What follows belongs to an exercise in optimizing a design on an open flow for small area; a production flow would make more cautious choices. Function was checked by simulation only, so behaviour that the tests miss may differ from the original. No activity file was given, so power comes from the tool's default toggle rates.

// fc_top
module fc_top 
  #(
    parameter integer C_S00_AXIS_TDATA_WIDTH = 32
  )
  (
    input wire CLK,
    input wire RESETN,
    output wire S_AXIS_TREADY,
    input wire [C_S00_AXIS_TDATA_WIDTH-1 : 0] S_AXIS_TDATA,
    input wire [(C_S00_AXIS_TDATA_WIDTH/8)-1 : 0] S_AXIS_TKEEP, 
    input wire S_AXIS_TUSER, 
    input wire S_AXIS_TLAST, 
    input wire S_AXIS_TVALID, 
    input wire M_AXIS_TREADY, 
    output wire M_AXIS_TUSER, 
    output wire [C_S00_AXIS_TDATA_WIDTH-1 : 0] M_AXIS_TDATA, 
    output wire [(C_S00_AXIS_TDATA_WIDTH/8)-1 : 0] M_AXIS_TKEEP, 
    output wire M_AXIS_TLAST, 
    output wire M_AXIS_TVALID, 
    input wire [31:0] PADDR, 
    input wire PENABLE, 
    input wire PSEL, 
    input wire PWRITE, 
    input wire [31:0] PWDATA, 
    output wire [31:0] PRDATA, 
    output wire PREADY, 
    output wire PSLVERR
  );
Size: about 3,100 flip-flops, ~180 I/O pins, roughly 120,000 um2 of cells after synthesis.
export LEC_CHECK = 0
export CAP_MARGIN = 20
export CORE_MARGIN = 2
export CORE_UTILIZATION = 55
export PLACE_DENSITY = 0.7
export SLEW_MARGIN = 20
create_clock -name core_clock -period 22.0 [get_ports {CLK}]
standard.sh (not shown) runs the stock make flow with config.mk's settings and CLKGATE_MAP_FILE= SYNTH_SCRIPT=/design/flow/synth_recipe.tcl, a recipe that flattens the netlist after the stock synthesis.
==> flow/flow/run.sh <==
#!/bin/bash
# Layout flow: the standard flow (standard.sh) with three changes.
#  - Synthesis: the standard synthesis script, except that ABC maps the logic
#    with flow/area.abc (area-oriented mapping with don't-care optimisation)
#    instead of ORFS's abc_speed script. Registers are mapped before ABC runs,
#    so they are the standard synthesis's.
#  - Clock tree: no dummy loads, clkbuf_4 only, sink clusters of up to 8
#    flip-flops within 40 um.
#  - Port buffers: buf_1.
# make's output goes to make_finish.log; ORFS writes each step's log under orfs/logs.
set -euo pipefail
W=$(pwd)
F=$W/flow
# ORFS's synth.tcl with only the ABC script changed
sed 's|^  log_cmd abc {\*}\$abc_args$|  log_cmd abc {*}[lreplace $abc_args 1 1 $::env(FLOW_ABC_SCRIPT)]|' \
  "$FLOW_HOME/scripts/synth.tcl" > "$W/orfs_synth_area.tcl"
grep -q 'FLOW_ABC_SCRIPT' "$W/orfs_synth_area.tcl"
sed "s|source \$::env(SCRIPTS_DIR)/synth.tcl|source $W/orfs_synth_area.tcl|" \
  "$W/synth_recipe.tcl" > "$W/flow_synth.tcl"
grep -q 'orfs_synth_area.tcl' "$W/flow_synth.tcl"
export FLOW_ABC_SCRIPT=$F/area.abc
CTS="-sink_clustering_enable -repair_clock_nets -dont_use_dummy_load"
CTS="$CTS -buf_list sky130_fd_sc_hd__clkbuf_4 -sink_clustering_size 8 -sink_clustering_max_diameter 40"
bash standard.sh "SYNTH_SCRIPT=$W/flow_synth.tcl" "CTS_ARGS=$CTS" \
  "BUFFER_PORTS_ARGS=-buffer_cell sky130_fd_sc_hd__buf_1" ${FLOW_TARGETS:-finish} > make_finish.log 2>&1
==> flow/flow/area.abc <==
strash
dc2
&get -n
&st
&dch -f
&nf -a
&put
mfs2
&get -n
&st
&dch -f
&nf -a
&put
Change:
--- a/flow/design.v
+++ b/flow/design.v
@@ -141,39 +141,50 @@
   reg s_ready_reg;
   reg m_axis_tvalid;
   reg m_axis_tlast;
   reg [6:0] cnt;         
   reg [6:0] neuron_idx;  
   reg [23:0] acc_n;      
   reg [6:0] cur_max;
   reg [6:0] max_idx;
-  reg [31:0] buf_feature [0:63];
+  reg [31:0] feat0 [0:7];          
+  reg [31:0] ring1 [0:7];           
+  reg [31:0] ring2 [0:15];          
+  reg [31:0] ring3 [0:31];          
+  reg [2:0] rot1;
+  reg [3:0] rot2;
+  reg [4:0] rot3;
   reg [31:0] buf_bias    [0:15];
   reg [6:0]  buf_res     [0:63];    
   wire [6:0] nin  = num_input_words[6:0];
   wire [4:0] nout = num_output_words[4:0];
   assign S_AXIS_TREADY = s_ready_reg;
   assign M_AXIS_TVALID = m_axis_tvalid;
   assign M_AXIS_TLAST  = m_axis_tlast;
   assign M_AXIS_TUSER  = 1'b0;
   assign M_AXIS_TKEEP  = 4'hF;
   assign max_index     = {25'd0, max_idx};
   wire s_fire = S_AXIS_TVALID & s_ready_reg;
   wire last_in_word = (cnt == nin - 7'd1);
   wire sending = (state == S_SEND_RES);
   wire send_fire = sending & m_axis_tvalid & M_AXIS_TREADY;
-  wire [63:0] f_sel = 64'd1 << cnt[5:0];
-  reg [31:0] fw;
+  wire [7:0] f_sel = 8'd1 << cnt[2:0];
+  reg [31:0] fw0;
   integer q;
   always @(*) begin
-    fw = 32'd0;
-    for (q = 0; q < 64; q = q + 1)
-      fw = fw | (buf_feature[q] & {32{f_sel[q]}});
+    fw0 = 32'd0;
+    for (q = 0; q < 8; q = q + 1)
+      fw0 = fw0 | (feat0[q] & {32{f_sel[q]}});
   end
+  wire in_g0 = (cnt[5:3] == 3'd0);
+  wire in_r1 = (cnt[5:3] == 3'd1);
+  wire in_r2 = (cnt[5:4] == 2'd1);
+  wire in_r3 = cnt[5];
+  wire [31:0] fw = in_r3 ? ring3[0] : in_r2 ? ring2[0] : in_r1 ? ring1[0] : fw0;
   wire use_acc = (cnt != 7'd0);    
   wire [23:0] sum_n;               
   fc_dot u_dot (
     .w       (S_AXIS_TDATA),
     .f       (fw),
     .acc_n   (acc_n),
     .use_acc (use_acc),
     .last    (last_in_word),
@@ -189,32 +200,58 @@
       bias_byte = bias_byte | (buf_bias[q/4][8*(q%4) +: 8] & {8{b_sel[q]}});
   end
   wire [6:0] final_val = biased[23] ? 7'd0 : (|biased[22:13]) ? 7'd127 : biased[12:6];
   wire feat_we = (state == S_LOAD_FEAT) & s_fire;
   wire bias_we = (state == S_LOAD_BIAS) & s_fire;
   wire res_we  = (state == S_CALC_W) & s_fire & last_in_word;
   integer j, b;
   always @(posedge clk) begin
-    if (feat_we) buf_feature[cnt[5:0]] <= S_AXIS_TDATA;
+    if (feat_we && in_g0) feat0[cnt[2:0]] <= S_AXIS_TDATA;
     if (bias_we) buf_bias[cnt[3:0]] <= S_AXIS_TDATA;
     for (j = 0; j < 16; j = j + 1)
       for (b = 0; b < 4; b = b + 1)
         if (res_we && neuron_idx[5:2] == j &&
             (neuron_idx[1:0] == b || neuron_idx[1:0] == 2'd0))
           buf_res[4*j+b] <= (neuron_idx[1:0] == b) ? final_val : 7'd0;
   end
   wire [15:0] r_sel = {15'd0, sending} << cnt[3:0];
   reg [27:0] rw;
   always @(*) begin
     rw = 28'd0;
     for (q = 0; q < 16; q = q + 1)
       rw = rw | ({buf_res[4*q+3], buf_res[4*q+2], buf_res[4*q+1], buf_res[4*q]} & {28{r_sel[q]}});
   end
   assign M_AXIS_TDATA = {1'b0, rw[27:21], 1'b0, rw[20:14], 1'b0, rw[13:7], 1'b0, rw[6:0]};
+  wire feat_busy = (state == S_LOAD_FEAT) || (state == S_CALC_W);
+  wire calc_fire = (state == S_CALC_W) & s_fire;
+  wire load1 = feat_we & in_r1;
+  wire load2 = feat_we & in_r2;
+  wire load3 = feat_we & in_r3;
+  wire step1 = load1 | (calc_fire & in_r1) | (rot1 != 3'd0 & ~(feat_busy & in_r1));
+  wire step2 = load2 | (calc_fire & in_r2) | (rot2 != 4'd0 & ~(feat_busy & in_r2));
+  wire step3 = load3 | (calc_fire & in_r3) | (rot3 != 5'd0 & ~(feat_busy & in_r3));
+  integer p;
+  always @(posedge clk) begin
+    if (step1) begin
+      rot1 <= rot1 + 3'd1;
+      for (p = 0; p < 7; p = p + 1) ring1[p] <= ring1[p+1];
+      ring1[7] <= load1 ? S_AXIS_TDATA : ring1[0];
+    end
+    if (step2) begin
+      rot2 <= rot2 + 4'd1;
+      for (p = 0; p < 15; p = p + 1) ring2[p] <= ring2[p+1];
+      ring2[15] <= load2 ? S_AXIS_TDATA : ring2[0];
+    end
+    if (step3) begin
+      rot3 <= rot3 + 5'd1;
+      for (p = 0; p < 31; p = p + 1) ring3[p] <= ring3[p+1];
+      ring3[31] <= load3 ? S_AXIS_TDATA : ring3[0];
+    end
+  end
   wire phase_start = fc_start && ((state == S_IDLE) ||
                      (state == S_WAIT_CMD && COMMAND != prev_command));
   always @(posedge clk) begin
     if (state == S_CALC_W && s_fire)
       acc_n <= sum_n;
   end
   always @(posedge clk) begin
     if (phase_start && COMMAND == 3'b100)
Outcome:
- wire length fell by well over a third
- total power came out higher by a few percent
- clock skew decreases by 0.099 ns
- combinational power grows by a quarter to a third
- global-route usage fell by 15 points

-- afterwards: timing with drivers on the ports --
No port has a modelled driver above. Below, the same layouts with a new extraction and two added sets of constraints.
Step 1: set_driving_cell puts a clkbuf_16 on CLK and a buf_2 on each other input, an assumption about the parent block.
Step 2, shift: input delay + t, output delay - t, t = (earliest + latest rising clock arrival at the registers) / 2. This alone moves slack from input paths to output paths.
Three values: ideal, step 1, step 2; two values: the first two.
run	t, ns	setup slack, ns	worst setup path at the end	latest minus earliest clock arrival (ns)	pins driven straight from the clock port
the first run	1.615	2.679 / 2.679 / 2.431	input to register	0.258 / 0.257	1
the second run	1.490	4.221 / 4.221 / 2.905	input to register	0.158 / 0.158	1
After both steps every run listed still meets setup and hold. For the second run, which loses most, drivers alone change the setup slack by 0.000 ns; drivers and shift together by -1.316 ns.
